This design comes from an exercise in tuning for small area on the open sky130 flow, not from production work.
Function was checked by simulation only, so behaviour that the tests miss may differ from the original.

==> build 60: inputs <==
## filter
module filter (
  input  wire               clk,
  input  wire               reset,
  input  wire signed [15:0] data_in,
  output wire signed [34:0] data_out
);
Settings: LEC_CHECK=0, ABC_AREA=1, CAP_MARGIN=20, CORE_MARGIN=2, CORE_UTILIZATION=65, SLEW_MARGIN=20, SYNTH_HIERARCHICAL=1, SYNTH_MINIMUM_KEEP_SIZE=0; clock period 20.0 ns.
standard.sh (not shown) runs the stock make flow with config.mk's settings and CLKGATE_MAP_FILE= SYNTH_SCRIPT=/design/flow/synth_recipe.tcl, a recipe that flattens the netlist after the stock synthesis.
==> flow/flow/run.sh <==
#!/bin/bash
# The standard layout (standard.sh, every step unchanged) with two
# settings of its own:
#  - the clock tree clusters its sinks in groups of at most 14 within 70 um,
#    drives each cluster with a clkbuf_8, and adds no dummy balancing loads;
#  - the port buffers are buf_2 cells.
# The make output goes to standard.log; each step's log is under orfs/logs.
set -euo pipefail
export CTS_ARGS="-sink_clustering_enable -repair_clock_nets -dont_use_dummy_load -buf_list sky130_fd_sc_hd__clkbuf_8 -sink_clustering_size 14 -sink_clustering_max_diameter 70"
export BUFFER_PORTS_ARGS="-buffer_cell sky130_fd_sc_hd__buf_2"
bash standard.sh > standard.log 2>&1
==> trial 85: changes against build 60 <==
--- a/flow/design.v
+++ b/flow/design.v
@@ -5715,26 +5715,59 @@
   wire s5277;
   wire c5278;
   wire s5279;
   wire c5280;
   wire g5281;
   wire g5282;
-  wire s5283;
-  wire c5284;
-  wire s5285;
-  wire c5286;
-  wire s5287;
-  wire c5288;
-  wire s5289;
-  wire c5290;
-  wire s5291;
-  wire c5292;
-  wire s5293;
-  wire c5294;
-  wire s5295;
-  wire c5296;
+  wire g5283;
+  wire g5284;
+  wire g5285;
+  wire g5286;
+  wire g5287;
+  wire g5288;
+  wire g5289;
+  wire g5290;
+  wire g5291;
+  wire g5292;
+  wire g5293;
+  wire g5294;
+  wire g5295;
+  wire g5296;
+  wire g5297;
+  wire g5298;
+  wire g5299;
+  wire g5300;
+  wire g5301;
+  wire g5302;
+  wire g5303;
+  wire g5304;
+  wire g5305;
+  wire g5306;
+  wire g5307;
+  wire g5308;
+  wire g5309;
+  wire g5310;
+  wire g5311;
+  wire g5312;
+  wire g5313;
+  wire g5314;
+  wire g5315;
+  wire g5316;
+  wire g5317;
+  wire g5318;
+  wire g5319;
+  wire g5320;
+  wire g5321;
+  wire g5322;
+  wire g5323;
+  wire g5324;
+  wire g5325;
+  wire g5326;
+  wire g5327;
+  wire g5328;
+  wire g5329;
   ha us1 (.a(x48[0]), .b(x52[0]), .s(s1), .co(c2));
   fa us3 (.a(x48[1]), .b(x52[1]), .c(c2), .s(s3), .co(c4));
   fa us5 (.a(x48[2]), .b(x52[2]), .c(c4), .s(s5), .co(c6));
   fa us7 (.a(x48[3]), .b(x52[3]), .c(c6), .s(s7), .co(c8));
   fa us9 (.a(x48[4]), .b(x52[4]), .c(c8), .s(s9), .co(c10));
   fa us11 (.a(x48[5]), .b(x52[5]), .c(c10), .s(s11), .co(c12));
@@ -8431,17 +8464,56 @@
   fa us5273 (.a(c5262), .b(c5264), .c(c3270), .s(s5273), .co(c5274));
   fa us5275 (.a(c5266), .b(s5273), .c(c5268), .s(s5275), .co(c5276));
   fa us5277 (.a(s5275), .b(c5270), .c(g5272), .s(s5277), .co(c5278));
   fa us5279 (.a(c5274), .b(~c4528), .c(c5276), .s(s5279), .co(c5280));
   assign g5281 = ~(s5279 ^ c5278);
   assign g5282 = s5279 | c5278;
-  assign s5283 = r26_0 ^ ~r26_1;
-  assign c5284 = r26_0 & ~r26_1;
-  ha us5285 (.a(r27_0), .b(c5284), .s(s5285), .co(c5286));
-  fa us5287 (.a(r28_0), .b(~r28_1), .c(c5286), .s(s5287), .co(c5288));
-  ha us5289 (.a(r29_0), .b(c5288), .s(s5289), .co(c5290));
-  fa us5291 (.a(r30_1), .b(~r30_0), .c(c5290), .s(s5291), .co(c5292));
-  ha us5293 (.a(r31_0), .b(c5292), .s(s5293), .co(c5294));
-  fa us5295 (.a(r32_1), .b(r32_0), .c(c5294), .s(s5295), .co(c5296));
-  wire [32:0] y = {s5295, s5293, s5291, s5289, s5287, s5285, s5283, r25_0, r24_0, r23_0, r22_0, r21_0, r20_0, r19_0, r18_0, r17_0, r16_0, r15_0, r14_0, ~r13_0, r12_0, ~r11_0, r10_0, r9_0, ~r8_0, r7_0, r6_0, r5_0, r4_0, r3_0, r2_0, ~r1_0, ~r0_0};
+  assign g5283 = r26_0 & ~r26_1;
+  assign g5284 = r26_0 ^ ~r26_1;
+  assign g5285 = r28_0 & ~r28_1;
+  assign g5286 = r28_0 ^ ~r28_1;
+  assign g5287 = ~r30_0 & r30_1;
+  assign g5288 = ~r30_0 ^ r30_1;
+  assign g5289 = r32_0 & r32_1;
+  assign g5290 = r32_0 ^ r32_1;
+  assign g5291 = r21_0 & r20_0;
+  assign g5292 = r23_0 & r22_0;
+  assign g5293 = r25_0 & r24_0;
+  assign g5294 = r27_0 & g5283;
+  assign g5295 = r27_0 & g5284;
+  assign g5296 = r29_0 & g5285;
+  assign g5297 = r29_0 & g5286;
+  assign g5298 = r31_0 & g5287;
+  assign g5299 = r31_0 & g5288;
+  assign g5300 = r22_0 & g5291;
+  assign g5301 = g5292 & g5291;
+  assign g5302 = g5284 & g5293;
+  assign g5303 = g5295 & g5293;
+  assign g5304 = g5287 | (g5288 & g5296);
+  assign g5305 = g5288 & g5297;
+  assign g5306 = g5298 | (g5299 & g5296);
+  assign g5307 = g5299 & g5297;
+  assign g5308 = r24_0 & g5301;
+  assign g5309 = g5293 & g5301;
+  assign g5310 = g5302 & g5301;
+  assign g5311 = g5303 & g5301;
+  assign g5312 = g5289 | (g5290 & g5306);
+  assign g5313 = g5290 & g5307;
+  assign g5314 = g5285 | (g5286 & g5294);
+  assign g5315 = g5286 & g5311;
+  assign g5316 = g5296 | (g5297 & g5294);
+  assign g5317 = g5297 & g5311;
+  assign g5318 = g5304 | (g5305 & g5294);
+  assign g5319 = g5305 & g5311;
+  assign g5320 = g5306 | (g5307 & g5294);
+  assign g5321 = g5307 & g5311;
+  assign g5322 = g5312 | (g5313 & g5294);
+  assign g5323 = g5313 & g5311;
+  assign g5324 = r27_0 ^ g5283;
+  assign g5325 = g5286 ^ g5294;
+  assign g5326 = r29_0 ^ g5314;
+  assign g5327 = g5288 ^ g5316;
+  assign g5328 = r31_0 ^ g5318;
+  assign g5329 = g5290 ^ g5320;
+  wire [32:0] y = {g5329, g5328, g5327, g5326, g5325, g5324, g5284, r25_0, r24_0, r23_0, r22_0, r21_0, r20_0, r19_0, r18_0, r17_0, r16_0, r15_0, r14_0, ~r13_0, r12_0, ~r11_0, r10_0, r9_0, ~r8_0, r7_0, r6_0, r5_0, r4_0, r3_0, r2_0, ~r1_0, ~r0_0};
   assign data_out = {y[32], y[32], y};
 endmodule
==> qor summary <==
                                                               build 60        trial 85
Run status                                               finished clean  finished clean
TritonCTS Buffers                                                   149             148
Routing usage on met2                                             64.6%           62.4%
Total wire length after detailed routing                      366000 um       365000 um
Post-Route Utilization                                            68.0%           68.0%
Post-Layout Inst Area                                       98800 sq um     98800 sq um
Setup skew after layout                                        0.145 ns        0.128 ns
Starting utilization of the core area                             65.3%           65.4%
Xor/xnor share of the synthesized area                               0%         0.0369%
Hold worst-path end                                              x10[0]         x82[12]
Post-synthesis sequential area ratio                              34.8%           34.8%
Adder-cell area share of the yosys netlist                        54.7%           54.6%
Minimum setup slack after placement                            0.574 ns        0.672 ns
Synth Area in Simple Gates                                        6.56%           6.63%
Post-route worst setup slack                                   0.404 ns        0.566 ns
Total routing resource utilization after global routing           51.2%           50.4%
Total number of vias                                              55200           55600

==> inputs of job 1087 <==
Another version of the RTL of filter (not shown whole).
==> flow/design.v (excerpt) <==
module filter (
  input  wire               clk,
  input  wire               reset,
  input  wire signed [15:0] data_in,
  output wire signed [34:0] data_out
);
  reg [15:0] x0;
  reg [15:0] x1;
  reg [15:0] x2;
  reg [15:0] x3;
  reg [15:0] x4;
  reg [15:0] x5;
  reg [15:0] x6;
  reg [15:0] x7;
  reg [15:0] x8;
  reg [15:0] x9;
  reg [15:0] x10;
  reg [15:0] x11;
  reg [15:0] x12;
  reg [15:0] x13;
  reg [15:0] x14;
  reg [15:0] x15;
  reg [15:0] x16;
  reg [15:0] x17;
  reg [15:0] x18;
  reg [15:0] x19;
  reg [15:0] x20;
  reg [15:0] x21;
  reg [15:0] x22;
  reg [15:0] x23;
  reg [15:0] x24;
  reg [15:0] x25;
  reg [15:0] x26;
  reg [15:0] x27;
  reg [15:0] x28;
  reg [15:0] x29;
  reg [15:0] x30;
  reg [15:0] x31;
  reg [15:0] x32;
  reg [15:0] x33;
  reg [15:0] x34;
  reg [15:0] x35;
  reg [15:0] x36;
  reg [15:0] x37;
  reg [15:0] x38;
  reg [15:0] x39;
  reg [15:0] x40;
  reg [15:0] x41;
  reg [15:0] x42;
  reg [15:0] x43;
  reg [15:0] x44;
  reg [15:0] x45;
  reg [15:0] x46;
  reg [15:0] x47;
  reg [15:0] x48;
  reg [15:0] x49;
  reg [15:0] x50;
  reg [15:0] x51;
  reg [15:0] x52;
  reg [15:0] x53;
  reg [15:0] x54;
  reg [15:0] x55;
  reg [15:0] x56;
  reg [15:0] x57;
  reg [15:0] x58;
  reg [15:0] x59;
  reg [15:0] x60;
  reg [15:0] x61;
  reg [15:0] x62;
  reg [15:0] x63;
  reg [15:0] x64;
  reg [15:0] x65;
  reg [15:0] x66;
  reg [15:0] x67;
  reg [15:0] x68;
  reg [15:0] x69;
  reg [15:0] x70;
  reg [15:0] x71;
  reg [15:0] x72;
  reg [15:0] x73;
  reg [15:0] x74;
  reg [15:0] x75;
  reg [15:0] x76;
  reg [15:0] x77;
  reg [15:0] x78;
  reg [15:0] x79;
  reg [15:0] x80;
  reg [15:0] x81;
  reg [15:0] x82;
  reg [15:0] x83;
  reg [15:0] x84;
  reg [15:0] x85;
  reg [15:0] x86;
  reg [15:0] x87;
  reg [15:0] x88;
  reg [15:0] x89;
  reg [15:0] x90;
  reg [15:0] x91;
  reg [15:0] x92;
  reg [15:0] x93;
  reg [15:0] x94;
  reg [15:0] x95;
  reg [15:0] x96;
  reg [15:0] x97;
  ...
make LEC_CHECK=0 ABC_AREA=1 CAP_MARGIN=20 CORE_MARGIN=2 CORE_UTILIZATION=40 SLEW_MARGIN=20 SYNTH_HIERARCHICAL=1 SYNTH_MINIMUM_KEEP_SIZE=0 finish   # period 20.0 ns
run.sh (not shown) runs the stock make flow with config.mk's settings and CLKGATE_MAP_FILE= SYNTH_SCRIPT=/design/flow/synth_recipe.tcl, a recipe that flattens the netlist after the stock synthesis.
Stock flow here: none of the scripts above is used.
==> inputs of job 5144, as changes to job 1087 <==
CORE_UTILIZATION = 50   (was 40)
CTS_BUF_LIST = sky130_fd_sc_hd__clkbuf_4 sky130_fd_sc_hd__clkbuf_8   (was not set)
CTS_CLUSTER_SIZE = 30   (was not set)
==> qor summary <==
item                                                      job 1087        job 5144
Post-layout instance count excluding filler cells            10990           10450
Final-layout non-clock buffer area share                   0.8060%         0.8893%
Area of the die                                       260300 sq um    208600 sq um
Final-layout clock buffer total                                259             433
Run status                                          finished clean  finished clean
First-pass GRT wire length                               619100 um       606900 um
# placed instances                                           10610            9948
GR met1 Demand/Resource                                     42.35%          50.14%
Top achievable clock speed                               51.96 MHz       51.35 MHz
Arrival time of data at the critical path endpoint        19.96 ns        20.35 ns
Largest net degree at the start of global routing              194             216

==> run Y <==
Another version of the RTL of filter (not shown whole).
==> flow/config.mk <==
export PLATFORM = sky130hd
export DESIGN_NAME = filter
export DESIGN_NICKNAME = filter
export VERILOG_FILES = /design/flow/design.v
export SDC_FILE = /design/flow/constraint.sdc
export NUM_CORES = 4
export LEC_CHECK = 0
export ABC_AREA = 1
export CAP_MARGIN = 20
export CORE_MARGIN = 2
export CORE_UTILIZATION = 50
export SLEW_MARGIN = 20
export SYNTH_HIERARCHICAL = 1
export SYNTH_MINIMUM_KEEP_SIZE = 0
==> flow/constraint.sdc <==
create_clock -name core_clock -period 20.0 [get_ports {clk}]
set_input_delay 4.0000 -clock core_clock [delete_from_list [all_inputs] [get_ports {clk}]]
set_output_delay 4.0000 -clock core_clock [all_outputs]
set_load 0.01 [all_outputs]
standard.sh (not shown) runs the stock make flow with config.mk's settings and CLKGATE_MAP_FILE= SYNTH_SCRIPT=/design/flow/synth_recipe.tcl, a recipe that flattens the netlist after the stock synthesis.
==> flow/flow/run.sh <==
#!/bin/bash
# The standard layout (standard.sh, every step unchanged) with two
# settings of its own:
#  - clock tree: sinks clustered in groups of at most 12 within 80 um, each
#    cluster driven by a clkbuf_8, and no dummy balancing loads;
#  - port buffers: buf_1 cells.
# The make output goes to standard.log; each step's log is under orfs/logs.
set -euo pipefail
export CTS_ARGS="-sink_clustering_enable -repair_clock_nets -dont_use_dummy_load -buf_list sky130_fd_sc_hd__clkbuf_8 -sink_clustering_size 12 -sink_clustering_max_diameter 80"
export BUFFER_PORTS_ARGS="-buffer_cell sky130_fd_sc_hd__buf_1"
bash standard.sh > standard.log 2>&1
==> inputs of run R, as changes to run Y <==
==> flow/flow/run.sh (replaced) <==
#!/bin/bash
# The standard layout (standard.sh, every step unchanged) with one
# settings of its own:
#  - clock tree: sinks clustered in groups of at most 12 within 80 um, each
#    cluster driven by a clkbuf_8, and no dummy balancing loads;

# The make output goes to standard.log; each step's log is under orfs/logs.
set -euo pipefail
export CTS_ARGS="-sink_clustering_enable -repair_clock_nets -dont_use_dummy_load -buf_list sky130_fd_sc_hd__clkbuf_8 -sink_clustering_size 12 -sink_clustering_max_diameter 80"
bash standard.sh > standard.log 2>&1
GPL_TIMING_DRIVEN = 0   (was unset)
==> notes <==
- In run Y the clock skew is higher than in run R, by 0.020 ns.
- In synthesized cell count, run R and run Y do not differ.
- Between run R and run Y, the lower first-iteration DRC count is in run Y (gap about 40%, measured against run Y).
- Global-route usage: run R is higher than run Y (4.0 points).
- In run Y the sequential share of layout area is higher than in run R, by 0.23 points.
- Non-clock buffer count: run R is higher than run Y (76).
- Sequential cell count is the same in run Y and run R.
==> figures <==
| metric | run Y | run R |
|---|---|---|
| Status | timing/DRC/antenna clean | timing/DRC/antenna clean |
| Topmost layer with routed signal wires | met4 | met5 |
| Wire length of the first global-routing pass | 545600 um | 586100 um |
| Stage delay of the slowest cell on the critical path | 0.75 ns | 0.77 ns |
| Largest net degree at the start of global routing | 123 | 17 |
| FF-to-FF path depth | 44 | 42 |
| TritonRoute pass-1 iters | 5 | 6 |
| Overall routing resource usage | 41.67% | 45.62% |
| Number of clock-tree buffers in the layout | 167 | 164 |
| Transition time of the tightest slew-check pin | 1.122 ns | 1.131 ns |
| Finished Cell Area | 105000 sq um | 105700 sq um |
| Crit path arrival time | 20.30 ns | 20.51 ns |
| Worst slack, placed | 0.3438 ns | -0.6689 ns |
| Hold Slack | 0.3610 ns | 0.3478 ns |
| Start point of the worst hold path | x93[14] | x83[0] |
| Gpl congestion | 1.058 | 1.069 |
| Register Area | 33090 sq um | 33100 sq um |

==> 05-07: inputs <==
filter, a different RTL version from the one above (not shown whole).
export LEC_CHECK = 0
export ABC_AREA = 1
export CAP_MARGIN = 20
export CORE_MARGIN = 2
export CORE_UTILIZATION = 50
export SLEW_MARGIN = 20
export SYNTH_HIERARCHICAL = 1
export SYNTH_MINIMUM_KEEP_SIZE = 0
create_clock -name core_clock -period 20.0 [get_ports {clk}]
==> flow/flow/run.sh <==
#!/bin/bash
# The standard layout, except for the clock tree: sinks are clustered in
# groups of at most 16 within 100 um, driven by clkbuf_8 leaf buffers, and no
# dummy balancing loads are added.  Everything else (synthesis, floorplan,
# placement, routing) is the standard flow.
set -euo pipefail
export CTS_ARGS="-sink_clustering_enable -repair_clock_nets -dont_use_dummy_load -buf_list sky130_fd_sc_hd__clkbuf_8 -sink_clustering_size 16 -sink_clustering_max_diameter 100"
bash standard.sh > standard.log 2>&1
==> 06-05 (differences from 05-07) <==
==> flow/run.sh (new file) <==
#!/bin/bash
# synth_recipe.tcl (not shown) runs the flow's synth.tcl, then flattens the netlist and writes it again
# the make line also repeats each setting of config.mk as NAME=value (left out here)
make -C /OpenROAD-flow-scripts/flow DESIGN_CONFIG=/design/flow/config.mk WORK_HOME=/design/flow/orfs CLKGATE_MAP_FILE= SYNTH_SCRIPT=/design/flow/synth_recipe.tcl finish
removed: flow/flow/run.sh
removed: flow/standard.sh
==> 07-19 (differences from 05-07) <==
==> flow/flow/run.sh (replaced) <==
#!/bin/bash
# The standard layout (standard.sh, every step unchanged) with one
# setting of its own:
#  - clock tree: sinks clustered in groups of at most 12 within 80 um, each
#    cluster driven by a clkbuf_8, and no dummy balancing loads;

# The make output goes to standard.log; each step's log is under orfs/logs.
set -euo pipefail
export CTS_ARGS="-sink_clustering_enable -repair_clock_nets -dont_use_dummy_load -buf_list sky130_fd_sc_hd__clkbuf_8 -sink_clustering_size 12 -sink_clustering_max_diameter 80"
bash standard.sh > standard.log 2>&1
==> notes <==
06-05 ran to the end with no violations. 05-07 went through all stages and came out clean. 07-19 went through all stages and came out clean.
In die area, 06-05 and 05-07 do not differ.
First-iteration DRC count: 06-05 < 07-19 < 05-07.
Global-route usage: 05-07 < 07-19 < 06-05.
Clock skew: 07-19 > 05-07 > 06-05.
In 05-07 the count of clock-buffer cells in the layout is lower than in 06-05, by 108.
Maximum frequency, lowest first: 06-05, 07-19, 05-07.
Between 07-19 and 05-07, the lower core utilization is in 05-07 (gap 0.27 points).
Area after synthesis is the same in 05-07 and 06-05.

separate check: timing with driven ports:
Ports are ideal in the flow. The routed layouts listed here were re-timed in OpenROAD. Step 1, drivers: a clkbuf_16 drives clk and a buf_2 each remaining input, both assumed. Step 2, shift: input delay + t, output delay - t, t = (earliest + latest rising clock arrival at the registers) / 2. This alone moves slack from input paths to output paths. Three values: no drivers, after step 1, after step 2; two values: the first two.
| run | t, ns | setup slack, ns | latest minus earliest clock arrival (ns) | slew at the worst register clock pin (ns) |
|---|---|---|---|---|
| build 60 | 0.993 | 0.404 / 0.404 / 0.404 | 0.160 / 0.160 | 0.11 / 0.11 |
| trial 85 | 0.993 | 0.566 / 0.566 / 0.566 | 0.128 / 0.128 | 0.11 / 0.11 |
| job 1087 | 0.978 | 0.756 / 0.756 / 0.756 | 0.086 / 0.085 | 0.08 / 0.08 |
| job 5144 | 1.181 | 0.524 / 0.524 / 0.524 | 0.151 / 0.152 | 0.08 / 0.08 |
| run Y | 0.997 | 0.448 / 0.448 / 0.448 | 0.118 / 0.118 | 0.10 / 0.10 |
| run R | 1.075 | 0.381 / 0.381 / 0.381 | 0.115 / 0.115 | 0.10 / 0.10 |
| 05-07 | 1.000 | 1.993 / 1.993 / 1.993 | 0.133 / 0.132 | 0.12 / 0.12 |
| 06-05 | 0.945 | 1.976 / 1.976 / 1.976 | 0.083 / 0.083 | 0.08 / 0.08 |
| 07-19 | 1.022 | 1.985 / 1.985 / 1.985 | 0.119 / 0.119 | 0.10 / 0.10 |
After both steps setup and hold are still met in every run listed.
